Context: an optimization exercise on an open-source flow, tuned for small area. The choices shown serve that exercise and are no tape-out recipe.
Only simulation tests tie the RTL to the original design; equivalence was not proved.

==> design.v <==
module fir_filter(clk,reset,data_in,data_out);
input clk,reset;
input signed [15:0] data_in;  
output reg signed [15:0] data_out;  
reg [15:0] x0, x1, x2, x3, x4, x5, x6, x7;
wire [15:0] y;
always @(posedge clk or posedge reset)
  if (reset) begin
    x0 <= 0; x1 <= 0; x2 <= 0; x3 <= 0;
    x4 <= 0; x5 <= 0; x6 <= 0; x7 <= 0;
    data_out <= 0;
  end else begin
    x0 <= data_in; x1 <= x0; x2 <= x1; x3 <= x2;
    x4 <= x3; x5 <= x4; x6 <= x5; x7 <= x6;
    data_out <= y;
  end
  wire n1 = x1[0] ^ x6[0];
  wire n2 = x1[0] & x6[0];
  wire n3, n4;
  fir_fa u_n3 (.a(x1[1]), .b(x6[1]), .c(n2), .s(n3), .co(n4));
  wire n5, n6;
  fir_fa u_n5 (.a(x1[2]), .b(x6[2]), .c(n4), .s(n5), .co(n6));
  wire n7, n8;
  fir_fa u_n7 (.a(x1[3]), .b(x6[3]), .c(n6), .s(n7), .co(n8));
  wire n9, n10;
  fir_fa u_n9 (.a(x1[4]), .b(x6[4]), .c(n8), .s(n9), .co(n10));
  wire n11, n12;
  fir_fa u_n11 (.a(x1[5]), .b(x6[5]), .c(n10), .s(n11), .co(n12));
  wire n13, n14;
  fir_fa u_n13 (.a(x1[6]), .b(x6[6]), .c(n12), .s(n13), .co(n14));
  wire n15, n16;
  fir_fa u_n15 (.a(x1[7]), .b(x6[7]), .c(n14), .s(n15), .co(n16));
  wire n17, n18;
  fir_fa u_n17 (.a(x1[8]), .b(x6[8]), .c(n16), .s(n17), .co(n18));
  wire n19, n20;
  fir_fa u_n19 (.a(x1[9]), .b(x6[9]), .c(n18), .s(n19), .co(n20));
  wire n21, n22;
  fir_fa u_n21 (.a(x1[10]), .b(x6[10]), .c(n20), .s(n21), .co(n22));
  wire n23, n24;
  fir_fa u_n23 (.a(x1[11]), .b(x6[11]), .c(n22), .s(n23), .co(n24));
  wire n25, n26;
  fir_fa u_n25 (.a(x1[12]), .b(x6[12]), .c(n24), .s(n25), .co(n26));
  wire n27, n28;
  fir_fa u_n27 (.a(x1[13]), .b(x6[13]), .c(n26), .s(n27), .co(n28));
  wire n29, n30;
  fir_fa u_n29 (.a(x1[14]), .b(x6[14]), .c(n28), .s(n29), .co(n30));
  wire n31, n32;
  fir_fa u_n31 (.a(x1[15]), .b(x6[15]), .c(~n30), .s(n31), .co(n32));
  wire n33 = x2[0] ^ x5[0];
  wire n34 = x2[0] & x5[0];
  wire n35, n36;
  fir_fa u_n35 (.a(x2[1]), .b(x5[1]), .c(n34), .s(n35), .co(n36));
  wire n37, n38;
  fir_fa u_n37 (.a(x2[2]), .b(x5[2]), .c(n36), .s(n37), .co(n38));
  wire n39, n40;
  fir_fa u_n39 (.a(x2[3]), .b(x5[3]), .c(n38), .s(n39), .co(n40));
  wire n41, n42;
  fir_fa u_n41 (.a(x2[4]), .b(x5[4]), .c(n40), .s(n41), .co(n42));
  wire n43, n44;
  fir_fa u_n43 (.a(x2[5]), .b(x5[5]), .c(n42), .s(n43), .co(n44));
  wire n45, n46;
  fir_fa u_n45 (.a(x2[6]), .b(x5[6]), .c(n44), .s(n45), .co(n46));
  wire n47, n48;
  fir_fa u_n47 (.a(x2[7]), .b(x5[7]), .c(n46), .s(n47), .co(n48));
  wire n49, n50;
  fir_fa u_n49 (.a(x2[8]), .b(x5[8]), .c(n48), .s(n49), .co(n50));
  wire n51, n52;
  fir_fa u_n51 (.a(x2[9]), .b(x5[9]), .c(n50), .s(n51), .co(n52));
  wire n53, n54;
  fir_fa u_n53 (.a(x2[10]), .b(x5[10]), .c(n52), .s(n53), .co(n54));
  wire n55, n56;
  fir_fa u_n55 (.a(x2[11]), .b(x5[11]), .c(n54), .s(n55), .co(n56));
  wire n57, n58;
  fir_fa u_n57 (.a(x2[12]), .b(x5[12]), .c(n56), .s(n57), .co(n58));
  wire n59, n60;
  fir_fa u_n59 (.a(x2[13]), .b(x5[13]), .c(n58), .s(n59), .co(n60));
  wire n61, n62;
  fir_fa u_n61 (.a(x2[14]), .b(x5[14]), .c(n60), .s(n61), .co(n62));
  wire n63, n64;
  fir_fa u_n63 (.a(x2[15]), .b(x5[15]), .c(~n62), .s(n63), .co(n64));
  wire n65 = x3[0] ^ x4[0];
  wire n66 = x3[0] & x4[0];
  wire n67, n68;
  fir_fa u_n67 (.a(x3[1]), .b(x4[1]), .c(n66), .s(n67), .co(n68));
  wire n69, n70;
  fir_fa u_n69 (.a(x3[2]), .b(x4[2]), .c(n68), .s(n69), .co(n70));
  wire n71, n72;
  fir_fa u_n71 (.a(x3[3]), .b(x4[3]), .c(n70), .s(n71), .co(n72));
  wire n73, n74;
  fir_fa u_n73 (.a(x3[4]), .b(x4[4]), .c(n72), .s(n73), .co(n74));
  wire n75, n76;
  fir_fa u_n75 (.a(x3[5]), .b(x4[5]), .c(n74), .s(n75), .co(n76));
  wire n77, n78;
  fir_fa u_n77 (.a(x3[6]), .b(x4[6]), .c(n76), .s(n77), .co(n78));
  wire n79, n80;
  fir_fa u_n79 (.a(x3[7]), .b(x4[7]), .c(n78), .s(n79), .co(n80));
  wire n81, n82;
  fir_fa u_n81 (.a(x3[8]), .b(x4[8]), .c(n80), .s(n81), .co(n82));
  wire n83, n84;
  fir_fa u_n83 (.a(x3[9]), .b(x4[9]), .c(n82), .s(n83), .co(n84));
  wire n85, n86;
  fir_fa u_n85 (.a(x3[10]), .b(x4[10]), .c(n84), .s(n85), .co(n86));
  wire n87, n88;
  fir_fa u_n87 (.a(x3[11]), .b(x4[11]), .c(n86), .s(n87), .co(n88));
  wire n89, n90;
  fir_fa u_n89 (.a(x3[12]), .b(x4[12]), .c(n88), .s(n89), .co(n90));
  wire n91, n92;
  fir_fa u_n91 (.a(x3[13]), .b(x4[13]), .c(n90), .s(n91), .co(n92));
  wire n93, n94;
  fir_fa u_n93 (.a(x3[14]), .b(x4[14]), .c(n92), .s(n93), .co(n94));
  wire n95, n96;
  fir_fa u_n95 (.a(x3[15]), .b(x4[15]), .c(~n94), .s(n95), .co(n96));
  wire n97 = n33 ^ ~x0[0];
  wire n98 = n33 & ~x0[0];
  wire n99, n100;
  fir_fa u_n99 (.a(n35), .b(~x0[1]), .c(n98), .s(n99), .co(n100));
  wire n101, n102;
  fir_fa u_n101 (.a(n37), .b(~x0[2]), .c(n100), .s(n101), .co(n102));
  wire n103, n104;
  fir_fa u_n103 (.a(n39), .b(~x0[3]), .c(n102), .s(n103), .co(n104));
  wire n105, n106;
  fir_fa u_n105 (.a(n41), .b(~x0[4]), .c(n104), .s(n105), .co(n106));
  wire n107, n108;
  fir_fa u_n107 (.a(n43), .b(~x0[5]), .c(n106), .s(n107), .co(n108));
  wire n109, n110;
  fir_fa u_n109 (.a(n45), .b(~x0[6]), .c(n108), .s(n109), .co(n110));
  wire n111, n112;
  fir_fa u_n111 (.a(n47), .b(~x0[7]), .c(n110), .s(n111), .co(n112));
  wire n113, n114;
  fir_fa u_n113 (.a(n49), .b(~x0[8]), .c(n112), .s(n113), .co(n114));
  wire n115, n116;
  fir_fa u_n115 (.a(n51), .b(~x0[9]), .c(n114), .s(n115), .co(n116));
  wire n117, n118;
  fir_fa u_n117 (.a(n53), .b(~x0[10]), .c(n116), .s(n117), .co(n118));
  wire n119, n120;
  fir_fa u_n119 (.a(n55), .b(~x0[11]), .c(n118), .s(n119), .co(n120));
  wire n121, n122;
  fir_fa u_n121 (.a(n57), .b(~x0[12]), .c(n120), .s(n121), .co(n122));
  wire n123, n124;
  fir_fa u_n123 (.a(n59), .b(~x0[13]), .c(n122), .s(n123), .co(n124));
  wire n125, n126;
  fir_fa u_n125 (.a(n61), .b(~x0[14]), .c(n124), .s(n125), .co(n126));
  wire n127, n128;
  fir_fa u_n127 (.a(~n63), .b(x0[15]), .c(n126), .s(n127), .co(n128));
  wire n129 = ~n64 ^ n128;
  wire n130 = ~n64 & n128;
  wire n131 = x0[3] ^ n1;
  wire n132 = x0[3] & n1;
  wire n133, n134;
  fir_fa u_n133 (.a(x0[4]), .b(n3), .c(n132), .s(n133), .co(n134));
  wire n135, n136;
  fir_fa u_n135 (.a(x0[5]), .b(n5), .c(n134), .s(n135), .co(n136));
  wire n137, n138;
  fir_fa u_n137 (.a(x0[6]), .b(n7), .c(n136), .s(n137), .co(n138));
  wire n139, n140;
  fir_fa u_n139 (.a(x0[7]), .b(n9), .c(n138), .s(n139), .co(n140));
  wire n141, n142;
  fir_fa u_n141 (.a(x0[8]), .b(n11), .c(n140), .s(n141), .co(n142));
  wire n143, n144;
  fir_fa u_n143 (.a(x0[9]), .b(n13), .c(n142), .s(n143), .co(n144));
  wire n145, n146;
  fir_fa u_n145 (.a(x0[10]), .b(n15), .c(n144), .s(n145), .co(n146));
  wire n147, n148;
  fir_fa u_n147 (.a(x0[11]), .b(n17), .c(n146), .s(n147), .co(n148));
  wire n149, n150;
  fir_fa u_n149 (.a(x0[12]), .b(n19), .c(n148), .s(n149), .co(n150));
  wire n151, n152;
  fir_fa u_n151 (.a(x0[13]), .b(n21), .c(n150), .s(n151), .co(n152));
  wire n153, n154;
  fir_fa u_n153 (.a(x0[14]), .b(n23), .c(n152), .s(n153), .co(n154));
  wire n155, n156;
  fir_fa u_n155 (.a(~x0[15]), .b(n25), .c(n154), .s(n155), .co(n156));
  wire n157 = n27 ^ n156;
  wire n158 = n27 & n156;
  wire n159 = n29 ^ n158;
  wire n160 = n29 & n158;
  wire n161 = ~n31 ^ n160;
  wire n162 = ~n31 & n160;
  wire n163 = ~n32 ^ n162;
  wire n164 = ~n32 & n162;
  wire n165 = n3 ^ x7[0];
  wire n166 = n3 & x7[0];
  wire n167, n168;
  fir_fa u_n167 (.a(n5), .b(x7[1]), .c(n166), .s(n167), .co(n168));
  wire n169, n170;
  fir_fa u_n169 (.a(n7), .b(x7[2]), .c(n168), .s(n169), .co(n170));
  wire n171, n172;
  fir_fa u_n171 (.a(n9), .b(x7[3]), .c(n170), .s(n171), .co(n172));
  wire n173, n174;
  fir_fa u_n173 (.a(n11), .b(x7[4]), .c(n172), .s(n173), .co(n174));
  wire n175, n176;
  fir_fa u_n175 (.a(n13), .b(x7[5]), .c(n174), .s(n175), .co(n176));
  wire n177, n178;
  fir_fa u_n177 (.a(n15), .b(x7[6]), .c(n176), .s(n177), .co(n178));
  wire n179, n180;
  fir_fa u_n179 (.a(n17), .b(x7[7]), .c(n178), .s(n179), .co(n180));
  wire n181, n182;
  fir_fa u_n181 (.a(n19), .b(x7[8]), .c(n180), .s(n181), .co(n182));
  wire n183, n184;
  fir_fa u_n183 (.a(n21), .b(x7[9]), .c(n182), .s(n183), .co(n184));
  wire n185, n186;
  fir_fa u_n185 (.a(n23), .b(x7[10]), .c(n184), .s(n185), .co(n186));
  wire n187, n188;
  fir_fa u_n187 (.a(n25), .b(x7[11]), .c(n186), .s(n187), .co(n188));
  wire n189, n190;
  fir_fa u_n189 (.a(n27), .b(x7[12]), .c(n188), .s(n189), .co(n190));
  wire n191, n192;
  fir_fa u_n191 (.a(n29), .b(x7[13]), .c(n190), .s(n191), .co(n192));
  wire n193, n194;
  fir_fa u_n193 (.a(~n31), .b(x7[14]), .c(n192), .s(n193), .co(n194));
  wire n195, n196;
  fir_fa u_n195 (.a(n32), .b(x7[15]), .c(~n194), .s(n195), .co(n196));
  wire n197 = x7[0] ^ n97;
  wire n198 = x7[0] & n97;
  wire n199, n200;
  fir_fa u_n199 (.a(x7[1]), .b(n99), .c(n198), .s(n199), .co(n200));
  wire n201, n202;
  fir_fa u_n201 (.a(x7[2]), .b(n101), .c(n200), .s(n201), .co(n202));
  wire n203, n204;
  fir_fa u_n203 (.a(x7[3]), .b(n103), .c(n202), .s(n203), .co(n204));
  wire n205, n206;
  fir_fa u_n205 (.a(x7[4]), .b(n105), .c(n204), .s(n205), .co(n206));
  wire n207, n208;
  fir_fa u_n207 (.a(x7[5]), .b(n107), .c(n206), .s(n207), .co(n208));
  wire n209, n210;
  fir_fa u_n209 (.a(x7[6]), .b(n109), .c(n208), .s(n209), .co(n210));
  wire n211, n212;
  fir_fa u_n211 (.a(x7[7]), .b(n111), .c(n210), .s(n211), .co(n212));
  wire n213 = x7[8] ^ n113;
  wire n214 = x7[8] & n113;
  wire n215, n216;
  fir_fa u_n215 (.a(x7[9]), .b(n115), .c(n214), .s(n215), .co(n216));
  wire n217, n218;
  fir_fa u_n217 (.a(x7[10]), .b(n117), .c(n216), .s(n217), .co(n218));
  wire n219, n220;
  fir_fa u_n219 (.a(x7[11]), .b(n119), .c(n218), .s(n219), .co(n220));
  wire n221, n222;
  fir_fa u_n221 (.a(x7[12]), .b(n121), .c(n220), .s(n221), .co(n222));
  wire n223, n224;
  fir_fa u_n223 (.a(x7[13]), .b(n123), .c(n222), .s(n223), .co(n224));
  wire n225, n226;
  fir_fa u_n225 (.a(x7[14]), .b(n125), .c(n224), .s(n225), .co(n226));
  wire n227, n228;
  fir_fa u_n227 (.a(~x7[15]), .b(n127), .c(n226), .s(n227), .co(n228));
  wire n229 = n129 ^ n228;
  wire n230 = n129 & n228;
  wire n231 = n130 ^ n230;
  wire n232 = n130 & n230;
  wire n233 = n99 ^ n65;
  wire n234 = n99 & n65;
  wire n235, n236;
  fir_fa u_n235 (.a(n101), .b(n67), .c(n234), .s(n235), .co(n236));
  wire n237, n238;
  fir_fa u_n237 (.a(n103), .b(n69), .c(n236), .s(n237), .co(n238));
  wire n239, n240;
  fir_fa u_n239 (.a(n105), .b(n71), .c(n238), .s(n239), .co(n240));
  wire n241, n242;
  fir_fa u_n241 (.a(n107), .b(n73), .c(n240), .s(n241), .co(n242));
  wire n243, n244;
  fir_fa u_n243 (.a(n109), .b(n75), .c(n242), .s(n243), .co(n244));
  wire n245, n246;
  fir_fa u_n245 (.a(n111), .b(n77), .c(n244), .s(n245), .co(n246));
  wire n247, n248;
  fir_fa u_n247 (.a(n113), .b(n79), .c(n246), .s(n247), .co(n248));
  wire n249, n250;
  fir_fa u_n249 (.a(n115), .b(n81), .c(n248), .s(n249), .co(n250));
  wire n251, n252;
  fir_fa u_n251 (.a(n117), .b(n83), .c(n250), .s(n251), .co(n252));
  wire n253, n254;
  fir_fa u_n253 (.a(n119), .b(n85), .c(n252), .s(n253), .co(n254));
  wire n255, n256;
  fir_fa u_n255 (.a(n121), .b(n87), .c(n254), .s(n255), .co(n256));
  wire n257, n258;
  fir_fa u_n257 (.a(n123), .b(n89), .c(n256), .s(n257), .co(n258));
  wire n259, n260;
  fir_fa u_n259 (.a(n125), .b(n91), .c(n258), .s(n259), .co(n260));
  wire n261, n262;
  fir_fa u_n261 (.a(n127), .b(n93), .c(n260), .s(n261), .co(n262));
  wire n263, n264;
  fir_fa u_n263 (.a(n129), .b(~n95), .c(n262), .s(n263), .co(n264));
  wire n265, n266;
  fir_fa u_n265 (.a(n130), .b(~n96), .c(n264), .s(n265), .co(n266));
  wire n267 = (1'b0 & n1) | (1'b0 & n199) | (n1 & n199);
  wire n268 = 1'b0 ^ x0[0] ^ n97;
  wire n269 = (1'b0 & x0[0]) | (1'b0 & n97) | (x0[0] & n97);
  wire n270, n271;
  fir_fa u_n270 (.a(n165), .b(n268), .c(n267), .s(n270), .co(n271));
  wire n272 = ~(n201 | n270);
  wire n273 = 1'b0 ^ x0[1] ^ x0[0];
  wire n274 = (1'b0 & x0[1]) | (1'b0 & x0[0]) | (x0[1] & x0[0]);
  wire n275, n276;
  fir_fa u_n275 (.a(n273), .b(n269), .c(n233), .s(n275), .co(n276));
  wire n277, n278;
  fir_fa u_n277 (.a(n167), .b(n275), .c(n271), .s(n277), .co(n278));
  wire n279 = (n203 & ~n272) | (n203 & n277) | (~n272 & n277);
  wire n280 = 1'b0 ^ x0[2] ^ x0[1];
  wire n281 = (1'b0 & x0[2]) | (1'b0 & x0[1]) | (x0[2] & x0[1]);
  wire n282, n283;
  fir_fa u_n282 (.a(n1), .b(n274), .c(n280), .s(n282), .co(n283));
  wire n284, n285;
  fir_fa u_n284 (.a(n282), .b(n276), .c(n169), .s(n284), .co(n285));
  wire n286, n287;
  fir_fa u_n286 (.a(n235), .b(n284), .c(n278), .s(n286), .co(n287));
  wire n288, n289;
  fir_fa u_n288 (.a(n205), .b(n286), .c(n279), .s(n288), .co(n289));
  wire n290 = n65 & ~n288;
  wire n291, n292;
  fir_fa u_n291 (.a(x0[2]), .b(n281), .c(n131), .s(n291), .co(n292));
  wire n293, n294;
  fir_fa u_n293 (.a(n197), .b(n283), .c(n165), .s(n293), .co(n294));
  wire n295, n296;
  fir_fa u_n295 (.a(~n67), .b(n291), .c(n293), .s(n295), .co(n296));
  wire n297, n298;
  fir_fa u_n297 (.a(n295), .b(n171), .c(n285), .s(n297), .co(n298));
  wire n299, n300;
  fir_fa u_n299 (.a(n237), .b(n297), .c(n287), .s(n299), .co(n300));
  wire n301, n302;
  fir_fa u_n301 (.a(n207), .b(n299), .c(n289), .s(n301), .co(n302));
  wire n303 = n290 & ~n301;
  wire n304, n305;
  fir_fa u_n304 (.a(n131), .b(n292), .c(n133), .s(n304), .co(n305));
  wire n306, n307;
  fir_fa u_n306 (.a(n294), .b(n167), .c(n304), .s(n306), .co(n307));
  wire n308, n309;
  fir_fa u_n308 (.a(n199), .b(n296), .c(n306), .s(n308), .co(n309));
  wire n310, n311;
  fir_fa u_n310 (.a(n308), .b(n173), .c(n298), .s(n310), .co(n311));
  wire n312, n313;
  fir_fa u_n312 (.a(n239), .b(n310), .c(n300), .s(n312), .co(n313));
  wire n314, n315;
  fir_fa u_n314 (.a(n209), .b(n312), .c(n302), .s(n314), .co(n315));
  wire n316 = (n69 & n303) | (n69 & ~n314) | (n303 & ~n314);
  wire n317 = 1'b0 ^ x0[0] ^ n133;
  wire n318 = (1'b0 & x0[0]) | (1'b0 & n133) | (x0[0] & n133);
  wire n319, n320;
  fir_fa u_n319 (.a(n135), .b(n305), .c(n317), .s(n319), .co(n320));
  wire n321, n322;
  fir_fa u_n321 (.a(n169), .b(n307), .c(n201), .s(n321), .co(n322));
  wire n323, n324;
  fir_fa u_n323 (.a(n319), .b(n309), .c(n321), .s(n323), .co(n324));
  wire n325, n326;
  fir_fa u_n325 (.a(n323), .b(n175), .c(n311), .s(n325), .co(n326));
  wire n327, n328;
  fir_fa u_n327 (.a(n241), .b(n325), .c(n313), .s(n327), .co(n328));
  wire n329, n330;
  fir_fa u_n329 (.a(n211), .b(n327), .c(n315), .s(n329), .co(n330));
  wire n331 = (n71 & ~n329) | (n71 & n316) | (~n329 & n316);
  wire n332, n333;
  fir_fa u_n332 (.a(x0[1]), .b(n1), .c(n135), .s(n332), .co(n333));
  wire n334, n335;
  fir_fa u_n334 (.a(n318), .b(n137), .c(n332), .s(n334), .co(n335));
  wire n336, n337;
  fir_fa u_n336 (.a(n320), .b(n171), .c(n322), .s(n336), .co(n337));
  wire n338, n339;
  fir_fa u_n338 (.a(n334), .b(n203), .c(n324), .s(n338), .co(n339));
  wire n340, n341;
  fir_fa u_n340 (.a(n336), .b(n338), .c(n177), .s(n340), .co(n341));
  wire n342, n343;
  fir_fa u_n342 (.a(n326), .b(n243), .c(n340), .s(n342), .co(n343));
  wire n344, n345;
  fir_fa u_n344 (.a(n212), .b(n328), .c(n342), .s(n344), .co(n345));
  wire n346, n347;
  fir_fa u_n346 (.a(n213), .b(n330), .c(n344), .s(n346), .co(n347));
  wire n348 = (n73 & ~n346) | (n73 & n331) | (~n346 & n331);
  wire n349, n350;
  fir_fa u_n349 (.a(x0[2]), .b(n165), .c(n137), .s(n349), .co(n350));
  wire n351, n352;
  fir_fa u_n351 (.a(n333), .b(n139), .c(n335), .s(n351), .co(n352));
  wire n353, n354;
  fir_fa u_n353 (.a(n349), .b(n173), .c(n337), .s(n353), .co(n354));
  wire n355, n356;
  fir_fa u_n355 (.a(n351), .b(n205), .c(n339), .s(n355), .co(n356));
  wire n357, n358;
  fir_fa u_n357 (.a(n353), .b(n355), .c(n179), .s(n357), .co(n358));
  wire n359, n360;
  fir_fa u_n359 (.a(n341), .b(n343), .c(n357), .s(n359), .co(n360));
  wire n361, n362;
  fir_fa u_n361 (.a(n245), .b(n345), .c(n359), .s(n361), .co(n362));
  wire n363, n364;
  fir_fa u_n363 (.a(n215), .b(n347), .c(n361), .s(n363), .co(n364));
  wire n365 = (n75 & ~n363) | (n75 & n348) | (~n363 & n348);
  wire n366 = 1'b1 ^ ~n131 ^ n97;
  wire n367 = (1'b1 & ~n131) | (1'b1 & n97) | (~n131 & n97);
  wire n368, n369;
  fir_fa u_n368 (.a(n167), .b(n139), .c(n350), .s(n368), .co(n369));
  wire n370, n371;
  fir_fa u_n370 (.a(n141), .b(n352), .c(n368), .s(n370), .co(n371));
  wire n372, n373;
  fir_fa u_n372 (.a(n175), .b(n354), .c(n370), .s(n372), .co(n373));
  wire n374, n375;
  fir_fa u_n374 (.a(n207), .b(n356), .c(n372), .s(n374), .co(n375));
  wire n376, n377;
  fir_fa u_n376 (.a(n181), .b(n358), .c(n374), .s(n376), .co(n377));
  wire n378, n379;
  fir_fa u_n378 (.a(n360), .b(n376), .c(n247), .s(n378), .co(n379));
  wire n380, n381;
  fir_fa u_n380 (.a(n362), .b(n378), .c(n217), .s(n380), .co(n381));
  wire n382, n383;
  fir_fa u_n382 (.a(n366), .b(n77), .c(~n364), .s(n382), .co(n383));
  wire n384 = (~n380 & n382) | (~n380 & n365) | (n382 & n365);
  wire n385, n386;
  fir_fa u_n385 (.a(n367), .b(~n133), .c(n233), .s(n385), .co(n386));
  wire n387, n388;
  fir_fa u_n387 (.a(n169), .b(n141), .c(n369), .s(n387), .co(n388));
  wire n389, n390;
  fir_fa u_n389 (.a(n143), .b(n371), .c(n387), .s(n389), .co(n390));
  wire n391, n392;
  fir_fa u_n391 (.a(n177), .b(n373), .c(n389), .s(n391), .co(n392));
  wire n393, n394;
  fir_fa u_n393 (.a(n209), .b(n375), .c(n391), .s(n393), .co(n394));
  wire n395, n396;
  fir_fa u_n395 (.a(n183), .b(n377), .c(n393), .s(n395), .co(n396));
  wire n397, n398;
  fir_fa u_n397 (.a(n395), .b(n379), .c(n249), .s(n397), .co(n398));
  wire n399, n400;
  fir_fa u_n399 (.a(n397), .b(n381), .c(n219), .s(n399), .co(n400));
  wire n401, n402;
  fir_fa u_n401 (.a(n385), .b(n79), .c(n383), .s(n401), .co(n402));
  wire n403 = (~n399 & n401) | (~n399 & n384) | (n401 & n384);
  wire n404 = 1'b0 ^ n1 ^ n97;
  wire n405 = (1'b0 & n1) | (1'b0 & n97) | (n1 & n97);
  wire n406, n407;
  fir_fa u_n406 (.a(n404), .b(n135), .c(n171), .s(n406), .co(n407));
  wire n408, n409;
  fir_fa u_n408 (.a(n406), .b(n143), .c(n388), .s(n408), .co(n409));
  wire n410, n411;
  fir_fa u_n410 (.a(n386), .b(n235), .c(n81), .s(n410), .co(n411));
  wire n412, n413;
  fir_fa u_n412 (.a(n145), .b(n390), .c(n408), .s(n412), .co(n413));
  wire n414, n415;
  fir_fa u_n414 (.a(n179), .b(n392), .c(n412), .s(n414), .co(n415));
  wire n416, n417;
  fir_fa u_n416 (.a(n211), .b(n394), .c(n414), .s(n416), .co(n417));
  wire n418, n419;
  fir_fa u_n418 (.a(n185), .b(n396), .c(n416), .s(n418), .co(n419));
  wire n420, n421;
  fir_fa u_n420 (.a(n418), .b(n398), .c(n251), .s(n420), .co(n421));
  wire n422, n423;
  fir_fa u_n422 (.a(n420), .b(n400), .c(n221), .s(n422), .co(n423));
  wire n424, n425;
  fir_fa u_n424 (.a(n410), .b(n402), .c(n403), .s(n424), .co(n425));
  wire n426 = ~n422 & n424;
  wire n427 = 1'b0 ^ n405 ^ n165;
  wire n428 = (1'b0 & n405) | (1'b0 & n165) | (n405 & n165);
  wire n429, n430;
  fir_fa u_n429 (.a(n427), .b(n233), .c(n137), .s(n429), .co(n430));
  wire n431, n432;
  fir_fa u_n431 (.a(n429), .b(n407), .c(n173), .s(n431), .co(n432));
  wire n433, n434;
  fir_fa u_n433 (.a(n431), .b(n145), .c(n409), .s(n433), .co(n434));
  wire n435, n436;
  fir_fa u_n435 (.a(n237), .b(n83), .c(n411), .s(n435), .co(n436));
  wire n437, n438;
  fir_fa u_n437 (.a(n147), .b(n413), .c(n433), .s(n437), .co(n438));
  wire n439, n440;
  fir_fa u_n439 (.a(n212), .b(n181), .c(n415), .s(n439), .co(n440));
  wire n441, n442;
  fir_fa u_n441 (.a(n437), .b(n213), .c(n417), .s(n441), .co(n442));
  wire n443, n444;
  fir_fa u_n443 (.a(n439), .b(n187), .c(n419), .s(n443), .co(n444));
  wire n445, n446;
  fir_fa u_n445 (.a(n441), .b(n443), .c(n421), .s(n445), .co(n446));
  wire n447, n448;
  fir_fa u_n447 (.a(n253), .b(n445), .c(n423), .s(n447), .co(n448));
  wire n449, n450;
  fir_fa u_n449 (.a(~n435), .b(n223), .c(n447), .s(n449), .co(n450));
  wire n451 = (n425 & ~n449) | (n425 & n426) | (~n449 & n426);
  wire n452, n453;
  fir_fa u_n452 (.a(~n97), .b(n428), .c(n167), .s(n452), .co(n453));
  wire n454, n455;
  fir_fa u_n454 (.a(n452), .b(n235), .c(n139), .s(n454), .co(n455));
  wire n456, n457;
  fir_fa u_n456 (.a(n430), .b(n454), .c(n175), .s(n456), .co(n457));
  wire n458, n459;
  fir_fa u_n458 (.a(n432), .b(n456), .c(n147), .s(n458), .co(n459));
  wire n460, n461;
  fir_fa u_n460 (.a(n239), .b(n85), .c(n436), .s(n460), .co(n461));
  wire n462, n463;
  fir_fa u_n462 (.a(n434), .b(n149), .c(n438), .s(n462), .co(n463));
  wire n464, n465;
  fir_fa u_n464 (.a(n458), .b(n183), .c(n440), .s(n464), .co(n465));
  wire n466, n467;
  fir_fa u_n466 (.a(n462), .b(n215), .c(n442), .s(n466), .co(n467));
  wire n468, n469;
  fir_fa u_n468 (.a(n464), .b(n189), .c(n444), .s(n468), .co(n469));
  wire n470, n471;
  fir_fa u_n470 (.a(n466), .b(n468), .c(n446), .s(n470), .co(n471));
  wire n472, n473;
  fir_fa u_n472 (.a(n255), .b(n470), .c(n448), .s(n472), .co(n473));
  wire n474, n475;
  fir_fa u_n474 (.a(n225), .b(n472), .c(n450), .s(n474), .co(n475));
  wire n476 = (n460 & ~n474) | (n460 & n451) | (~n474 & n451);
  wire n477, n478;
  fir_fa u_n477 (.a(~n233), .b(n169), .c(n453), .s(n477), .co(n478));
  wire n479, n480;
  fir_fa u_n479 (.a(n477), .b(n237), .c(n141), .s(n479), .co(n480));
  wire n481, n482;
  fir_fa u_n481 (.a(n455), .b(n479), .c(n457), .s(n481), .co(n482));
  wire n483, n484;
  fir_fa u_n483 (.a(n177), .b(n481), .c(n149), .s(n483), .co(n484));
  wire n485, n486;
  fir_fa u_n485 (.a(n241), .b(n87), .c(n461), .s(n485), .co(n486));
  wire n487, n488;
  fir_fa u_n487 (.a(n459), .b(n151), .c(n463), .s(n487), .co(n488));
  wire n489, n490;
  fir_fa u_n489 (.a(n483), .b(n185), .c(n465), .s(n489), .co(n490));
  wire n491, n492;
  fir_fa u_n491 (.a(n487), .b(n217), .c(n467), .s(n491), .co(n492));
  wire n493, n494;
  fir_fa u_n493 (.a(n489), .b(n191), .c(n469), .s(n493), .co(n494));
  wire n495, n496;
  fir_fa u_n495 (.a(n491), .b(n493), .c(n471), .s(n495), .co(n496));
  wire n497, n498;
  fir_fa u_n497 (.a(n257), .b(n495), .c(n473), .s(n497), .co(n498));
  wire n499, n500;
  fir_fa u_n499 (.a(n227), .b(n497), .c(n475), .s(n499), .co(n500));
  wire n501, n502;
  fir_fa u_n501 (.a(n485), .b(~n499), .c(n476), .s(n501), .co(n502));
  wire n503, n504;
  fir_fa u_n503 (.a(~n235), .b(n171), .c(n478), .s(n503), .co(n504));
  wire n505, n506;
  fir_fa u_n505 (.a(n503), .b(n143), .c(n480), .s(n505), .co(n506));
  wire n507, n508;
  fir_fa u_n507 (.a(n239), .b(n505), .c(n482), .s(n507), .co(n508));
  wire n509, n510;
  fir_fa u_n509 (.a(n179), .b(n507), .c(n151), .s(n509), .co(n510));
  wire n511, n512;
  fir_fa u_n511 (.a(n243), .b(n89), .c(n486), .s(n511), .co(n512));
  wire n513, n514;
  fir_fa u_n513 (.a(n484), .b(n153), .c(n488), .s(n513), .co(n514));
  wire n515, n516;
  fir_fa u_n515 (.a(n509), .b(n187), .c(n490), .s(n515), .co(n516));
  wire n517, n518;
  fir_fa u_n517 (.a(n513), .b(n492), .c(n515), .s(n517), .co(n518));
  wire n519, n520;
  fir_fa u_n519 (.a(n219), .b(n494), .c(n517), .s(n519), .co(n520));
  wire n521, n522;
  fir_fa u_n521 (.a(n193), .b(n519), .c(n496), .s(n521), .co(n522));
  wire n523, n524;
  fir_fa u_n523 (.a(n259), .b(n521), .c(n498), .s(n523), .co(n524));
  wire n525, n526;
  fir_fa u_n525 (.a(n229), .b(n523), .c(n500), .s(n525), .co(n526));
  wire n527, n528;
  fir_fa u_n527 (.a(n511), .b(~n525), .c(n502), .s(n527), .co(n528));
  wire n529 = 1'b0 ^ n173 ^ n504;
  wire n530 = (1'b0 & n173) | (1'b0 & n504) | (n173 & n504);
  wire n531, n532;
  fir_fa u_n531 (.a(n529), .b(n145), .c(n506), .s(n531), .co(n532));
  wire n533, n534;
  fir_fa u_n533 (.a(n241), .b(n531), .c(n508), .s(n533), .co(n534));
  wire n535, n536;
  fir_fa u_n535 (.a(n237), .b(~n181), .c(n245), .s(n535), .co(n536));
  wire n537, n538;
  fir_fa u_n537 (.a(n533), .b(n153), .c(n510), .s(n537), .co(n538));
  wire n539, n540;
  fir_fa u_n539 (.a(n535), .b(n91), .c(n512), .s(n539), .co(n540));
  wire n541, n542;
  fir_fa u_n541 (.a(n155), .b(n514), .c(n537), .s(n541), .co(n542));
  wire n543, n544;
  fir_fa u_n543 (.a(n189), .b(n516), .c(n541), .s(n543), .co(n544));
  wire n545, n546;
  fir_fa u_n545 (.a(n518), .b(n543), .c(n221), .s(n545), .co(n546));
  wire n547, n548;
  fir_fa u_n547 (.a(~n539), .b(n520), .c(n545), .s(n547), .co(n548));
  wire n549, n550;
  fir_fa u_n549 (.a(n547), .b(n522), .c(n261), .s(n549), .co(n550));
  wire n551, n552;
  fir_fa u_n551 (.a(n231), .b(n549), .c(n524), .s(n551), .co(n552));
  wire n553, n554;
  fir_fa u_n553 (.a(~n195), .b(n551), .c(n526), .s(n553), .co(n554));
  wire n555 = ~n553 ^ n528;
  wire n556 = ~n553 & n528;
  wire n557, n558;
  fir_fa u_n557 (.a(~n239), .b(n175), .c(n530), .s(n557), .co(n558));
  wire n559, n560;
  fir_fa u_n559 (.a(n147), .b(n532), .c(n557), .s(n559), .co(n560));
  wire n561, n562;
  fir_fa u_n561 (.a(n243), .b(n559), .c(n534), .s(n561), .co(n562));
  wire n563, n564;
  fir_fa u_n563 (.a(~n183), .b(n247), .c(n536), .s(n563), .co(n564));
  wire n565, n566;
  fir_fa u_n565 (.a(n561), .b(n538), .c(n155), .s(n565), .co(n566));
  wire n567, n568;
  fir_fa u_n567 (.a(n563), .b(n93), .c(n540), .s(n567), .co(n568));
  wire n569, n570;
  fir_fa u_n569 (.a(n157), .b(n542), .c(n565), .s(n569), .co(n570));
  wire n571, n572;
  fir_fa u_n571 (.a(n191), .b(n544), .c(n569), .s(n571), .co(n572));
  wire n573, n574;
  fir_fa u_n573 (.a(n571), .b(n546), .c(n223), .s(n573), .co(n574));
  wire n575, n576;
  fir_fa u_n575 (.a(n567), .b(n196), .c(~n548), .s(n575), .co(n576));
  wire n577, n578;
  fir_fa u_n577 (.a(n573), .b(n232), .c(n550), .s(n577), .co(n578));
  wire n579, n580;
  fir_fa u_n579 (.a(n263), .b(n577), .c(n552), .s(n579), .co(n580));
  wire n581, n582;
  fir_fa u_n581 (.a(~n575), .b(n579), .c(n554), .s(n581), .co(n582));
  wire n583 = n556 ^ ~n581;
  wire n584 = n556 & ~n581;
  wire n585 = 1'b0 ^ n177 ^ n558;
  wire n586 = (1'b0 & n177) | (1'b0 & n558) | (n177 & n558);
  wire n587, n588;
  fir_fa u_n587 (.a(n149), .b(n560), .c(n585), .s(n587), .co(n588));
  wire n589, n590;
  fir_fa u_n589 (.a(n245), .b(n587), .c(n562), .s(n589), .co(n590));
  wire n591, n592;
  fir_fa u_n591 (.a(n241), .b(n249), .c(n564), .s(n591), .co(n592));
  wire n593, n594;
  fir_fa u_n593 (.a(n185), .b(n589), .c(n157), .s(n593), .co(n594));
  wire n595, n596;
  fir_fa u_n595 (.a(n566), .b(n159), .c(n95), .s(n595), .co(n596));
  wire n597, n598;
  fir_fa u_n597 (.a(n593), .b(n570), .c(n595), .s(n597), .co(n598));
  wire n599, n600;
  fir_fa u_n599 (.a(n193), .b(n572), .c(n597), .s(n599), .co(n600));
  wire n601, n602;
  fir_fa u_n601 (.a(n574), .b(n225), .c(n599), .s(n601), .co(n602));
  wire n603, n604;
  fir_fa u_n603 (.a(n591), .b(n568), .c(n576), .s(n603), .co(n604));
  wire n605, n606;
  fir_fa u_n605 (.a(n601), .b(n578), .c(n265), .s(n605), .co(n606));
  wire n607, n608;
  fir_fa u_n607 (.a(~n603), .b(n580), .c(n605), .s(n607), .co(n608));
  wire n609, n610;
  fir_fa u_n609 (.a(n607), .b(n582), .c(~n584), .s(n609), .co(n610));
  wire n611 = 1'b0 ^ n179 ^ n586;
  wire n612 = (1'b0 & n179) | (1'b0 & n586) | (n179 & n586);
  wire n613, n614;
  fir_fa u_n613 (.a(n151), .b(n588), .c(n611), .s(n613), .co(n614));
  wire n615, n616;
  fir_fa u_n615 (.a(n247), .b(n613), .c(n590), .s(n615), .co(n616));
  wire n617, n618;
  fir_fa u_n617 (.a(n243), .b(n592), .c(n251), .s(n617), .co(n618));
  wire n619, n620;
  fir_fa u_n619 (.a(n187), .b(n96), .c(n615), .s(n619), .co(n620));
  wire n621, n622;
  fir_fa u_n621 (.a(n159), .b(n594), .c(n161), .s(n621), .co(n622));
  wire n623, n624;
  fir_fa u_n623 (.a(n596), .b(n619), .c(n598), .s(n623), .co(n624));
  wire n625, n626;
  fir_fa u_n625 (.a(n621), .b(n600), .c(n623), .s(n625), .co(n626));
  wire n627, n628;
  fir_fa u_n627 (.a(n602), .b(n625), .c(n227), .s(n627), .co(n628));
  wire n629, n630;
  fir_fa u_n629 (.a(n617), .b(n195), .c(n604), .s(n629), .co(n630));
  wire n631, n632;
  fir_fa u_n631 (.a(n627), .b(n266), .c(n606), .s(n631), .co(n632));
  wire n633, n634;
  fir_fa u_n633 (.a(~n629), .b(n631), .c(n608), .s(n633), .co(n634));
  wire n635, n636;
  fir_fa u_n635 (.a(n181), .b(n612), .c(n153), .s(n635), .co(n636));
  wire n637, n638;
  fir_fa u_n637 (.a(n614), .b(n249), .c(n635), .s(n637), .co(n638));
  wire n639, n640;
  fir_fa u_n639 (.a(n616), .b(n189), .c(n637), .s(n639), .co(n640));
  wire n641, n642;
  fir_fa u_n641 (.a(n245), .b(n618), .c(n253), .s(n641), .co(n642));
  wire n643, n644;
  fir_fa u_n643 (.a(n620), .b(n161), .c(n639), .s(n643), .co(n644));
  wire n645, n646;
  fir_fa u_n645 (.a(n163), .b(n622), .c(n643), .s(n645), .co(n646));
  wire n647, n648;
  fir_fa u_n647 (.a(n641), .b(n196), .c(~n624), .s(n647), .co(n648));
  wire n649, n650;
  fir_fa u_n649 (.a(n645), .b(n626), .c(n229), .s(n649), .co(n650));
  wire n651, n652;
  fir_fa u_n651 (.a(~n647), .b(n628), .c(n649), .s(n651), .co(n652));
  wire n653, n654;
  fir_fa u_n653 (.a(~n630), .b(n651), .c(n632), .s(n653), .co(n654));
  wire n655, n656;
  fir_fa u_n655 (.a(n183), .b(n636), .c(n155), .s(n655), .co(n656));
  wire n657, n658;
  fir_fa u_n657 (.a(n251), .b(n638), .c(n655), .s(n657), .co(n658));
  wire n659, n660;
  fir_fa u_n659 (.a(n191), .b(n640), .c(n657), .s(n659), .co(n660));
  wire n661, n662;
  fir_fa u_n661 (.a(n247), .b(n642), .c(n255), .s(n661), .co(n662));
  wire n663, n664;
  fir_fa u_n663 (.a(n164), .b(n163), .c(n644), .s(n663), .co(n664));
  wire n665, n666;
  fir_fa u_n665 (.a(n659), .b(n646), .c(n663), .s(n665), .co(n666));
  wire n667, n668;
  fir_fa u_n667 (.a(n661), .b(n648), .c(~n665), .s(n667), .co(n668));
  wire n669, n670;
  fir_fa u_n669 (.a(n231), .b(~n667), .c(n650), .s(n669), .co(n670));
  wire n671, n672;
  fir_fa u_n671 (.a(n652), .b(n669), .c(n654), .s(n671), .co(n672));
  wire n673, n674;
  fir_fa u_n673 (.a(n185), .b(n157), .c(n656), .s(n673), .co(n674));
  wire n675, n676;
  fir_fa u_n675 (.a(n253), .b(n658), .c(n673), .s(n675), .co(n676));
  wire n677, n678;
  fir_fa u_n677 (.a(n164), .b(n193), .c(n660), .s(n677), .co(n678));
  wire n679, n680;
  fir_fa u_n679 (.a(n249), .b(n662), .c(n257), .s(n679), .co(n680));
  wire n681, n682;
  fir_fa u_n681 (.a(n675), .b(n664), .c(n677), .s(n681), .co(n682));
  wire n683, n684;
  fir_fa u_n683 (.a(n666), .b(n681), .c(n232), .s(n683), .co(n684));
  wire n685, n686;
  fir_fa u_n685 (.a(n679), .b(n668), .c(~n683), .s(n685), .co(n686));
  wire n687, n688;
  fir_fa u_n687 (.a(n670), .b(~n685), .c(n672), .s(n687), .co(n688));
  wire n689, n690;
  fir_fa u_n689 (.a(n187), .b(n159), .c(n674), .s(n689), .co(n690));
  wire n691, n692;
  fir_fa u_n691 (.a(n255), .b(n676), .c(n689), .s(n691), .co(n692));
  wire n693, n694;
  fir_fa u_n693 (.a(n251), .b(n195), .c(n680), .s(n693), .co(n694));
  wire n695, n696;
  fir_fa u_n695 (.a(n678), .b(n691), .c(n682), .s(n695), .co(n696));
  wire n697, n698;
  fir_fa u_n697 (.a(n259), .b(n693), .c(~n695), .s(n697), .co(n698));
  wire n699, n700;
  fir_fa u_n699 (.a(~n684), .b(n697), .c(n686), .s(n699), .co(n700));
  wire n701 = 1'b0 ^ n189 ^ n161;
  wire n702 = (1'b0 & n189) | (1'b0 & n161) | (n189 & n161);
  wire n703, n704;
  fir_fa u_n703 (.a(n690), .b(n701), .c(n257), .s(n703), .co(n704));
  wire n705, n706;
  fir_fa u_n705 (.a(n253), .b(n196), .c(~n692), .s(n705), .co(n706));
  wire n707, n708;
  fir_fa u_n707 (.a(n705), .b(n694), .c(n261), .s(n707), .co(n708));
  wire n709, n710;
  fir_fa u_n709 (.a(n703), .b(n696), .c(~n707), .s(n709), .co(n710));
  wire n711, n712;
  fir_fa u_n711 (.a(n698), .b(~n709), .c(n700), .s(n711), .co(n712));
  wire n713, n714;
  fir_fa u_n713 (.a(n191), .b(n163), .c(n702), .s(n713), .co(n714));
  wire n715, n716;
  fir_fa u_n715 (.a(n713), .b(n704), .c(n259), .s(n715), .co(n716));
  wire n717, n718;
  fir_fa u_n717 (.a(n255), .b(n706), .c(n708), .s(n717), .co(n718));
  wire n719, n720;
  fir_fa u_n719 (.a(~n715), .b(n263), .c(n717), .s(n719), .co(n720));
  wire n721, n722;
  fir_fa u_n721 (.a(~n710), .b(n719), .c(n712), .s(n721), .co(n722));
  wire n723 = 1'b0 ^ n164 ^ n193;
  wire n724 = (1'b0 & n164) | (1'b0 & n193) | (n164 & n193);
  wire n725, n726;
  fir_fa u_n725 (.a(~n257), .b(n714), .c(n723), .s(n725), .co(n726));
  wire n727, n728;
  fir_fa u_n727 (.a(n725), .b(n716), .c(n261), .s(n727), .co(n728));
  wire n729, n730;
  fir_fa u_n729 (.a(n718), .b(n265), .c(n720), .s(n729), .co(n730));
  wire n731, n732;
  fir_fa u_n731 (.a(~n727), .b(n729), .c(n722), .s(n731), .co(n732));
  wire n733 = 1'b1 ^ n195 ^ n259;
  wire n734 = (1'b1 & n195) | (1'b1 & n259) | (n195 & n259);
  wire n735, n736;
  fir_fa u_n735 (.a(n724), .b(n726), .c(n728), .s(n735), .co(n736));
  wire n737, n738;
  fir_fa u_n737 (.a(n733), .b(~n263), .c(n266), .s(n737), .co(n738));
  wire n739, n740;
  fir_fa u_n739 (.a(~n735), .b(n737), .c(n730), .s(n739), .co(n740));
  wire n741, n742;
  fir_fa u_n741 (.a(n196), .b(n734), .c(n261), .s(n741), .co(n742));
  wire n743, n744;
  fir_fa u_n743 (.a(~n741), .b(n736), .c(n265), .s(n743), .co(n744));
  wire n745, n746;
  fir_fa u_n745 (.a(n738), .b(~n743), .c(n740), .s(n745), .co(n746));
  wire n747 = n742 ^ n263 ^ ~n266;
  wire n748 = ~n744 ^ n747 ^ n746;
  wire n749 = n610 ^ n633;
  wire n750 = ~(n610 | n633);
  wire n751, n752;
  fir_fa u_n751 (.a(n634), .b(n653), .c(~n750), .s(n751), .co(n752));
  wire n753 = n671 ^ n752;
  wire n754 = ~(n671 | n752);
  wire n755 = ~n687 ^ n754;
  wire n756 = ~n687 & n754;
  wire n757, n758;
  fir_fa u_n757 (.a(~n688), .b(n699), .c(n756), .s(n757), .co(n758));
  wire n759 = n711 ^ n758;
  wire n760 = n711 & n758;
  wire n761 = n732 ^ n739;
  wire n762 = n732 & n739;
  wire n763 = n745 ^ n762;
  wire n764 = n745 & n762;
  wire n765 = n748 ^ n764;
  wire n766 = n731 ^ n721;
  wire n767 = n731 & n721;
  wire n768, n769;
  fir_fa u_n768 (.a(n732), .b(n739), .c(n767), .s(n768), .co(n769));
  wire n770 = n745 ^ n769;
  wire n771 = n745 & n769;
  wire n772 = n748 ^ n771;
  wire n773 = n760 ? ~n721 : n721;
  wire n774 = n760 ? n766 : n731;
  wire n775 = n760 ? n768 : n761;
  wire n776 = n760 ? n770 : n763;
  wire n777 = n760 ? n772 : n765;
  assign y = {n777, n776, n775, n774, n773, n759, n757, n755, n753, ~n751, n749, ~n609, n583, n555, n527, n501};
endmodule
module fir_fa(a, b, c, s, co);
input a, b, c;
output s, co;
assign s = a ^ b ^ c;
assign co = (a & b) | (a & c) | (b & c);
endmodule
==> flow/run.sh <==
#!/bin/bash
set -euo pipefail
export CTS_ARGS="-sink_clustering_enable -repair_clock_nets -buf_list sky130_fd_sc_hd__clkbuf_8 -dont_use_dummy_load"
bash standard.sh > standard_flow.log 2>&1
==> standard.sh <==
#!/bin/bash
# synth_recipe.tcl (not shown) runs the flow's synth.tcl, then flattens the netlist and writes it again
# the make line also repeats each setting of config.mk as NAME=value (left out here)
make -C /OpenROAD-flow-scripts/flow DESIGN_CONFIG=/design/flow/config.mk WORK_HOME=/design/flow/orfs CLKGATE_MAP_FILE= SYNTH_SCRIPT=/design/flow/synth_recipe.tcl "${@:-finish}"
==> config.mk <==
export PLATFORM = sky130hd
export DESIGN_NAME = fir_filter
export DESIGN_NICKNAME = fir_filter
export VERILOG_FILES = /design/flow/design.v
export SDC_FILE = /design/flow/constraint.sdc
export NUM_CORES = 4
export LEC_CHECK = 0
export CAP_MARGIN = 20
export CORE_MARGIN = 2
export CORE_UTILIZATION = 60
export SLEW_MARGIN = 20
export SYNTH_HIERARCHICAL = 1
==> constraint.sdc <==
create_clock -name core_clock -period 13.0 [get_ports {clk}]
set_input_delay 2.6000 -clock core_clock [delete_from_list [all_inputs] [get_ports {clk}]]
set_output_delay 2.6000 -clock core_clock [all_outputs]
set_load 0.01 [all_outputs]
==> summary.txt, run 1 <==
- Status: complete, no violations
- Max cap viols: 0
- Hold buffers post-CTS: 0
- Worst skew pair latency: 0.45 ns
- CP bufs+invs: 7
- H-tree Lvls: 4
- Yosys reg bits: 144
- Antenna Cells: 0
- Worst Path Required: 13.35 ns
- DP Cell Count: 963
- Worst hold endpoint: x3[0]
- Worst Setup End Kind: register
- Grt ovf: 0
- Clk buf depth: 2
- Initial Util: 61.2%
- Vias per cell: 5.40
- Cells after Synth: 643
- Period utilization: 98.6%
- WP data arrival: 13.17 ns
- Core ar.: 18700 um^2
- Syn Nets: 1038
- Worst R2R Path Depth: 42
- CTS clock-pin slew for the worst setup and hold paths: 0.07 ns
- Unique cell type count in the Yosys netlist: 22
- Max-slew violation count: 0
- Non-Filler Instances: 994
- Hold Crit Class: register to register
- Synth warn: 7
- Crit Path Max Fanout: 2
- Met3 Usage GRT: 6.46%
- Max incr delay on CP: 0.61 ns
- Post-Route WL: 23400 um
- Clock sink count: 144
- Detailed Place HPWL: 20500 um
- Die Wd: 142 um
- GRT Total Usage: 26.7%
- Ranking of synthesized cells by area: fa_1 59%, dfrtp_1 31%, ha_1 4.2%
- Antenna Violating Nets Remaining: 0
- Hold depth: 0
- Rel. slew slack: 42.9%
- Num CTS Buffers: 17
- Routing usage on met1: 41.1%
- Commonest non-fill, non-tap cell in the layout: fa_1
- Family with the most delay on the worst path: adder cells
- DR pass1 iterations: 5
- Area Overhead vs Synth: 14.6%
- Critical path type: register to register
- Layer with the highest usage: met1
- GP Congestion: 0.917
- Reg2reg end: data_out[15]
- Via count: 5363
- Root Buffer: clkbuf_8
- Clock Skew: 0.0308 ns
- First-pass GRT wire length: 38000 um
- Row count: 50
- Final Hold Violating Endpoints: 0
- Post-route cell area: 13100 um^2
- R2r startpoint: x1[0]
- Share of cells above drive strength 1: 25.0%
- Post-synth top area cell: fa_1
- RSZ-0062 raised after global routing: yes
- I/O pin count: 34
- Slowest CP cell: fa_2
- Most frequent cells in the layout: 253 x fa_1, 144 x dfrtp_1, 87 x inv_1
- Die height: 142 um
- Pin count of the biggest net entering global routing: 74
- I/O Buffers: 33
- Area after DPL: 12500 um^2
- Worst hold slack: 0.385 ns
- DRC: 0
- Initial antenna violation count: 0
- Die area: 20200 um^2
- Vias in the first global route: 6725
- Min Clock Period, post-route: 12.82 ns
- Tightest Pin Transition: 0.856 ns
- Setup Viol. Count Final: 0
- Max Fclk: 78.0 MHz
- Share of Yosys cell area claimed by the top area cell type: 59.2%
- Most repeated library cell on the critical path: fa_2
- R2R setup slack: 0.18 ns
- Cell Area, Synth: 11500 um^2
- Hold path start: x2[0]
- Met2 GRT Util: 40.7%
- 1st-iter DRT viols: 226
- Drt wl/cell: 23.5 um
- CTS tree: yes
- Syn Area/Cell: 17.8 um^2
- Setup TNS: 0 ns
- Nets@finish: 1157
- CP startpoint kind: register
- Register area share after synthesis: 31.5%
[synthesized netlist by cell type]
| cell type | instances |
|---|---|
| inv_1 | 92 |
| nor2b_1 | 1 |
| xor2_1 | 3 |
| mux2_1 | 2 |
| a22oi_1 | 1 |
| dfrtp_1 | 144 |
| and2_1 | 1 |
| a21oi_2 | 1 |
| nand2_1 | 3 |
| inv_2 | 1 |
| maj3_2 | 2 |
| or2b_1 | 1 |
| nor2b_4 | 1 |
| mux2_2 | 1 |
| xnor2_1 | 4 |
| o22ai_1 | 2 |
| o2111ai_1 | 1 |
| nor3b_1 | 1 |
| clkinv_1 | 1 |
| fa_1 | 339 |
| maj3_1 | 3 |
| ha_1 | 38 |
[modules after synthesis, one instance, submodules excluded]
module,cells inside,flip-flops and latches,times used
fir_filter,305,144,1
fir_fa,1,0,338
[worst max-delay path by stage]
stage	from	end	depth (start not counted)
finish	x1[0]	data_out[15]	42
global route	x1[0]	data_out[15]	42
CTS	x1[0]	data_out[15]	40
detailed placement	x1[0]	data_out[15]	40
global placement	x1[0]	data_out[15]	41
floorplan	x1[0]	data_out[15]	41
[final cells by class]
type	instances	area [um^2]
repair buffers	100	848
inverters	94	358
flip-flops and latches	144	3600
fillers	1206	5580
multi-input cells	405	7790
well taps	234	293
clock buffers	17	234
[registers in the layout (all words and copies together), names as in the netlist]
register	count
x4	16
x3	16
x0	16
data_out	16
x2	16
x6	16
x7	16
x1	16
x5	16
[cells by family (layout without fill, tap and decap cells)]
family | count (synthesis) | count (layout) | synth area share (%)
AO/OA/AOI/OAI | 5 | 5 | 0.328
XOR/XNOR | 7 | 7 | 0.535
adder cells (fa/ha/maj) | 382 | 382 | 63.8
buffers and inverters | 94 | 211 | 3.08
flip-flops | 144 | 144 | 31.5
multiplexers | 3 | 3 | 0.295
AND/OR/NAND/NOR | 8 | 8 | 0.459
[what timing repair did]
item                       in CTS  in global routing
buffers inserted                9                  5
resized for setup              83                 25
pin swaps                      59                 56
setup endpoints to repair       1                  1
[metrics by stage]
step                      worst slack, ns  util [%]
after floorplan                     0.217         -
after global placement             -0.137      66.7
after detailed placement           -0.315      66.7
after CTS                         0.00389      69.6
after global routing               -0.185      70.2
final                               0.182      70.2
[layer usage]
| metal | routed length [um] | share of wire, % | vias to the layer above |
|---|---|---|---|
| li1 | - | - | 2133 |
| met1 | 10400 | 44 | 3069 |
| met2 | 11300 | 48 | 144 |
| met3 | 1540 | 6.6 | 17 |
| met4 | 209 | 0.89 | 0 |
| met5 | 0 | 0 | - |
==> run 2, diff against run 1 <==
--- a/config.mk
+++ b/config.mk
@@ -8,5 +8,6 @@
 export CAP_MARGIN = 20
 export CORE_MARGIN = 2
 export CORE_UTILIZATION = 60
+export GPL_TIMING_DRIVEN = 0
 export SLEW_MARGIN = 20
 export SYNTH_HIERARCHICAL = 1
==> run 2 against run 1 <==
Highest routed layer unchanged. Flip-flop and latch count stayed put. Critical path type unchanged. Setup slack improved by 0.013 ns. Cell count down 4.6%. Critical path depth is 2 lower. Worst hold slack worse by 0.0032 ns.
==> summary.txt, run 2 <==
- Initial Util: 61.2% (unchanged)
- Via count: 5093 (-5.0%)
- Fin worst setup slack: 0.195 ns (+0.0126 ns)
- Row count: 50 (unchanged)
- Die area: 20200 um^2 (unchanged)
- H-tree Lvls: 4 (unchanged)
- DRC: 0 (unchanged)
- Period utilization: 98.5% (about the same)
- Synth warn: 7 (unchanged)
- CTS clock-pin slew for the worst setup and hold paths: 0.07 ns (about the same)
- Cell Area, Synth: 11500 um^2 (unchanged)
- Syn Nets: 1038 (unchanged)
- Area after DPL: 12100 um^2 (-2.9%)
- Antenna Violating Nets Remaining: 0 (unchanged)
- Commonest non-fill, non-tap cell in the layout: fa_1
- Share of synthesized registers carrying an async set or reset: 100% (unchanged)
- RSZ-0062 raised after global routing: yes
- Drt wl/cell: 23.3 um (-1.1%)
- Status: complete, no violations
- Ranking of synthesized cells by area: fa_1 59%, dfrtp_1 31%, ha_1 4.2%
- Final Util: 68.4% (-1.8 points)
- Hold Crit Class: register to register
- Slowest CP cell: fa_2
- 1st-iter DRT viols: 205 (-9.3%)
- Prevailing post-synth register cell: dfrtp_1
- Initial antenna violation count: 0 (unchanged)
- Area Overhead vs Synth: 11.7%
- DR pass1 iterations: 4 (-1)
- CTS tree: yes
- Most repeated library cell on the critical path: fa_2
- Clock Skew: 0.0355 ns (+0.00472 ns)
- Num CTS Buffers: 17 (unchanged)
- Root Buffer: clkbuf_8
- Hold buffers post-CTS: 0 (unchanged)
- Nets@finish: 1111 (-4.0%)
- Core ar.: 18700 um^2 (unchanged)
- Max cap viols: 0 (unchanged)
- Worst skew pair latency: 0.44 ns (about the same)
- Most frequent cells in the layout: 246 x fa_1, 144 x dfrtp_1, 93 x fa_2
- Register area share after synthesis: 31.5% (unchanged)
- Vias in the first global route: 6282 (-6.6%)
- Pin count of the biggest net entering global routing: 80 (+8.1%)
- WP data arrival: 13.16 ns (about the same)
- Share of cells above drive strength 1: 20.9% (-4.1 points)
- Share of Yosys cell area claimed by the top area cell type: 59.2% (unchanged)
- Syn Area/Cell: 17.8 um^2 (unchanged)
- Antenna Cells: 0 (unchanged)
- Clock sink count: 144 (unchanged)
- Setup Viol. Count Final: 0 (unchanged)
- Seq. cell area: 3600 um^2 (unchanged)
- Multi-input gate area in the final layout: 7800 um^2 (about the same)
- First-pass GRT wire length: 35700 um (-6.1%)
- Max incr delay on CP: 0.56 ns (-0.05 ns)
- CP bufs+invs: 5 (-2)
- Detailed Place HPWL: 19000 um (-6.9%)
- Max-slew violation count: 0 (unchanged)
- Tightest Pin Transition: 0.521 ns (-0.335 ns)
- Unique cell type count in the Yosys netlist: 22 (unchanged)
- Clk buf depth: 2 (unchanged)
- Most numerous cell in the Yosys netlist: fa_1
- Post-route cell area: 12800 um^2 (-2.5%)
- Rel. slew slack: 65.2% (+22 points)
- Max Fclk: 78.1 MHz (about the same)
- Worst Setup End Kind: register
- Most common library cells after synthesis: 339 x fa_1, 144 x dfrtp_1, 92 x inv_1
- Yosys reg bits: 144 (unchanged)
- Post-synth EDFFs: 0 (unchanged)
- Post-synth top area cell: fa_1
- Crit Path Max Fanout: 3 (+1)
- Fillers: 1241 (+2.9%)
- Post-Route WL: 22100 um (-5.7%)
- Worst Path Required: 13.35 ns (about the same)
- I/O Buffers: 33 (unchanged)
- Grt ovf: 0 (unchanged)
- Vias per cell: 5.37 (-0.43%)
- Min Clock Period, post-route: 12.81 ns (-0.0126 ns)
- GRT Total Usage: 25.3% (-1.5 points)
- Cells after Synth: 643 (unchanged)
- Worst hold slack: 0.381 ns (-0.00318 ns)
- Pre-CTS WS: -0.620 ns (-0.305 ns)
- I/O pin count: 34 (unchanged)
- Die Wd: 142 um (unchanged)
- CP startpoint kind: register
- GP Congestion: 0.882 (-3.8%)
- Critical path type: register to register
- Final Hold Violating Endpoints: 0 (unchanged)
- Die height: 142 um (unchanged)
- Family with the most delay on the worst path: adder cells
run 2: metrics by stage:
stage / setup TNS [ns] / cells
floorplan: 0 / 643
global placement: -0.685 / 910
detailed placement: -0.934 / 911
finish: 0 / 948
global route: -0.229 / 948
CTS: 0 / 942
run 2: layout make-up:
cell class	instances	area share (%)
Timing Repair Buffer	54	3.97
Multi-Input combinational cell	405	60.9
Sequential cell	144	28.2
Inverter	94	2.82
Tap cell	234	2.29
Clock buffer	17	1.83
run 2: cells by family after synthesis:
family | synth area share [%]
AO/OA/AOI/OAI | 0.328
adder cells (fa/ha/maj) | 63.8
AND/OR/NAND/NOR | 0.459
buffers and inverters | 3.08
XOR/XNOR | 0.535
flip-flops | 31.5
multiplexers | 0.295
run 2: final timing paths:
path / start / endpoint / slack [ns] / cells after the start
hold reg to reg: x4[0] / x5[0] / 0.38 / 0
max in group asynchronous: reset / x7[12] / 9.70 / 3
min in group asynchronous: reset / x0[4] / 2.57 / 2
hold / removal: x4[0] / x5[0] / 0.38 / 0
setup / recovery: x1[0] / data_out[15] / 0.19 / 40
setup reg to reg: x1[0] / data_out[15] / 0.19 / 40
run 2: timing repair:
action	CTS	global route
setup endpoints to repair	4	2
setup buffers	14	6
pin swaps	30	34
gates resized for setup	72	36
run 2: per-module statistics from Yosys (local to each module, per instance):
module      area [um^2]  flip-flops and latches  cells inside
fir_fa             20.0                       0             1
fir_filter         4690                     144           305
run 2: per-layer routing:
layer / GRT usage (%) / up-vias / part of all wire (%)
met5: 0 / - / 0
met4: 5.63 / 0 / 1.1
met3: 5.59 / 18 / 6.7
met2: 35.7 / 143 / 46
met1: 41.5 / 2896 / 47
li1: - / 2036 / -
==> run 3, diff against run 2 <==
==> flow/run.sh (replaced) <==
#!/bin/bash
# The standard layout (bash standard.sh) with two settings changed:
#  - port buffers (one per input and output port, as standard) use buf_1 cells;
#  - clock tree synthesis uses clkbuf_8 buffers and adds no dummy loads.
# standard.sh's output goes to standard_flow.log; ORFS's per-step logs stay in orfs/logs.
set -euo pipefail
export BUFFER_PORTS_ARGS="-buffer_cell sky130_fd_sc_hd__buf_1"
export CTS_ARGS="-sink_clustering_enable -repair_clock_nets -buf_list sky130_fd_sc_hd__clkbuf_8 -dont_use_dummy_load"
bash standard.sh > standard_flow.log 2>&1
==> run 3 against run 2 <==
Synthesized cell count unchanged. Synthesized area stayed put. Maximum frequency hardly changed. Via count grew 0.92%. Die area unchanged. Wire length up 2.6%. Global-route usage rose by 0.64 points. Flip-flop and latch count unchanged. Clock skew down 0.0051 ns. Worst hold slack better by 0.0086 ns.
==> summary.txt, run 3 <==
- Status: complete, no violations
- Vias in the first global route: 6386 (+1.7%)
- Final Hold Violating Endpoints: 0 (unchanged)
- I/O Buffers: 33 (unchanged)
- Max cap viols: 0 (unchanged)
- Share of synthesized registers carrying an async set or reset: 100% (unchanged)
- Max Fclk: 78.1 MHz (about the same)
- Via count: 5140 (+0.92%)
- Slowest CP cell: fa_2
- Setup Viol. Count Final: 0 (unchanged)
- Core ar.: 18700 um^2 (unchanged)
- I/O pin count: 34 (unchanged)
- Fin worst setup slack: 0.199 ns (+0.00379 ns)
- Syn Area/Cell: 17.8 um^2 (unchanged)
- Most numerous cell in the Yosys netlist: fa_1
- Worst Setup End Kind: register
- DRC: 0 (unchanged)
- Die height: 142 um (unchanged)
- Setup TNS: 0 ns (unchanged)
- Unique cell type count in the Yosys netlist: 22 (unchanged)
- Worst Path Required: 13.35 ns (about the same)
- Prevailing post-synth register cell: dfrtp_1
- Area Overhead vs Synth: 9.88%
- Max-slew violation count: 0 (unchanged)
- Tightest Pin Transition: 0.508 ns (-0.0138 ns)
- Synth warn: 7 (unchanged)
- 1st-iter DRT viols: 237 (+16%)
- Pin count of the biggest net entering global routing: 80 (unchanged)
- Share of Yosys cell area claimed by the top area cell type: 59.2% (unchanged)
- Post-Route WL: 22600 um (+2.6%)
- WP data arrival: 13.15 ns (about the same)
- Antenna Violating Nets Remaining: 0 (unchanged)
- Ranking of synthesized cells by area: fa_1 59%, dfrtp_1 31%, ha_1 4.2%
- Hold Crit Class: register to register
- GRT Total Usage: 25.9% (+0.64 points)
- Most common library cells after synthesis: 339 x fa_1, 144 x dfrtp_1, 92 x inv_1
- Crit Path Max Fanout: 4 (+1)
- Share of cells above drive strength 1: 21.1% (+0.28 points)
- Commonest non-fill, non-tap cell in the layout: fa_1
- Num CTS Buffers: 17 (unchanged)
- Vias per cell: 5.42 (+0.92%)
- CTS clock-pin slew for the worst setup and hold paths: 0.09 ns (+0.02 ns)
- Period utilization: 98.5% (about the same)
- Critical path type: register to register
- Die area: 20200 um^2 (unchanged)
- Most repeated library cell on the critical path: fa_2
- Pre-CTS WS: -0.673 ns (-0.0525 ns)
- WL met2: 10500 um (+4.0%)
- Worst skew pair latency: 0.45 ns (about the same)
- GP Congestion: 0.875 (-0.85%)
- Rel. slew slack: 66.1% (+0.92 points)
- Initial Util: 61.2% (unchanged)
- Met3 WL: 1510 um (+3.0%)
- Initial antenna violation count: 0 (unchanged)
- Post-synth top area cell: fa_1
- Row count: 50 (unchanged)
- Cell Area, Synth: 11500 um^2 (unchanged)
- Drt wl/cell: 23.9 um (+2.6%)
- Cells after Synth: 643 (unchanged)
- Root Buffer: clkbuf_8
- DP Cell Count: 911 (unchanged)
- Most frequent cells in the layout: 238 x fa_1, 144 x dfrtp_1, 101 x fa_2
- Grt ovf: 0 (unchanged)
- First-pass GRT wire length: 36500 um (+2.3%)
- Fillers: 1294 (+4.3%)
- CP startpoint kind: register
- CTS tree: yes
- RSZ-0062 raised after global routing: yes
- Register area share after synthesis: 31.5% (unchanged)
- Nets@finish: 1111 (unchanged)
- H-tree Lvls: 4 (unchanged)
- Yosys reg bits: 144 (unchanged)
- Final Util: 67.3% (-1.1 points)
- Max incr delay on CP: 0.59 ns (+0.03 ns)
- Die Wd: 142 um (unchanged)
- Clk buf depth: 2 (unchanged)
- Detailed Place HPWL: 19500 um (+2.3%)
- Antenna Cells: 0 (unchanged)
- Top sig layer: met4
- Clock Skew: 0.0304 ns (-0.00512 ns)
- Post-synth EDFFs: 0 (unchanged)
- DR pass1 iterations: 4 (unchanged)
- Clock sink count: 144 (unchanged)
- Non-Filler Instances: 948 (unchanged)
- Met1 wire length: 10400 um (+1.2%)
- Syn Nets: 1038 (unchanged)
- Min Clock Period, post-route: 12.80 ns (-0.00378 ns)
-- run 3: cell counts after synthesis --
Identical to the previous run, type by type.
-- run 3: cell families after synthesis --
group | count (synthesis) | synth area share, %
muxes | 3 | 0.295
adders and majority gates | 382 | 63.8
DFF | 144 | 31.5
AOI/OAI and AO/OA | 5 | 0.328
buffers and inverters | 94 | 3.08
and+or+nand+nor | 8 | 0.459
xor gates and xnor gates | 7 | 0.535
-- run 3: worst paths after layout --
path	startpoint	endpoint	slack (ns)	depth (start not counted)
max	x1[0]	data_out[15]	0.20	41
min	x3[6]	x4[6]	0.39	0
max reg2reg	x1[0]	data_out[15]	0.20	41
min reg2reg	x3[6]	x4[6]	0.39	0
max in group asynchronous	reset	x2[15]	10.08	3
min in group asynchronous	reset	x0[5]	2.19	2
-- run 3: critical path, delay by kind of cell, from the launching register on --
| kind | cells | cell delay (ns) |
|---|---|---|
| DFF | 1 | 0.39 |
| buffers and inverters | 6 | 0.44 |
| muxes | 1 | 0.33 |
| xor gates and xnor gates | 3 | 0.46 |
| adders and majority gates | 31 | 11.07 |
-- run 3: through the flow --
stage / hold WS (ns) / cell area [um^2]
after floorplan: 0.357 / 11500
after global placement: 0.365 / 11900
after detailed placement: 0.375 / 11900
after CTS: 0.390 / 12500
after global routing: 0.402 / 12600
final: 0.390 / 12600
-- run 3: timing repair --
item                                    in CTS  in global routing
gates resized for setup                     79                 29
endpoints found under the setup margin       4                  2
setup buffers                               16                  4
cloned                                       0                  0
pin swaps                                   32                 22
hold buffers                                 0                  0
-- run 3: area by class of cell --
class / instances / area [um^2] / area share (%)
clock buffers: 17 / 234 / 1.86
flip-flops and latches: 144 / 3600 / 28.6
well taps: 234 / 293 / 2.33
inverters: 94 / 360 / 2.86
multi-input cells: 405 / 7780 / 61.8
repair buffers: 54 / 318 / 2.52
-- run 3: modules after synthesis (local to each module, per instance) --
module	times used	flops+latches
fir_filter	1	144
fir_fa	338	0
-- run 3: layer usage --
layer | vias to the layer above | GRT usage [%]
li1 | 2045 | -
met1 | 2933 | 40.9
met2 | 148 | 38.1
met3 | 14 | 5.99
met4 | 0 | 5.79
met5 | - | 0

-- port drivers added, routing unchanged --
In the flow no input, the clock included, has a driving cell. The finished layouts below were timed again as built, in two steps. Step 1: set_driving_cell puts a clkbuf_16 on clk and a buf_2 on each other input, an assumption about the parent block. Step 2, shift: input delay + t, output delay - t, t = (earliest + latest rising clock arrival at the registers) / 2. This alone moves slack from input paths to output paths. Three values: ideal, step 1, step 2; two values: the first two.
run	t, ns	setup WS [ns]	worst hold slack (ns)	worst slew at a driven data input, ns	pins driven straight from the clock port
run 1	0.477	0.182 / 0.182 / 0.182	0.385 / 0.385 / 0.385	0.05	1
run 2	0.469	0.195 / 0.195 / 0.195	0.381 / 0.381 / 0.381	0.04	1
run 3	0.477	0.199 / 0.199 / 0.199	0.390 / 0.390 / 0.390	0.03	1
After both steps setup and hold are still met in every run listed.
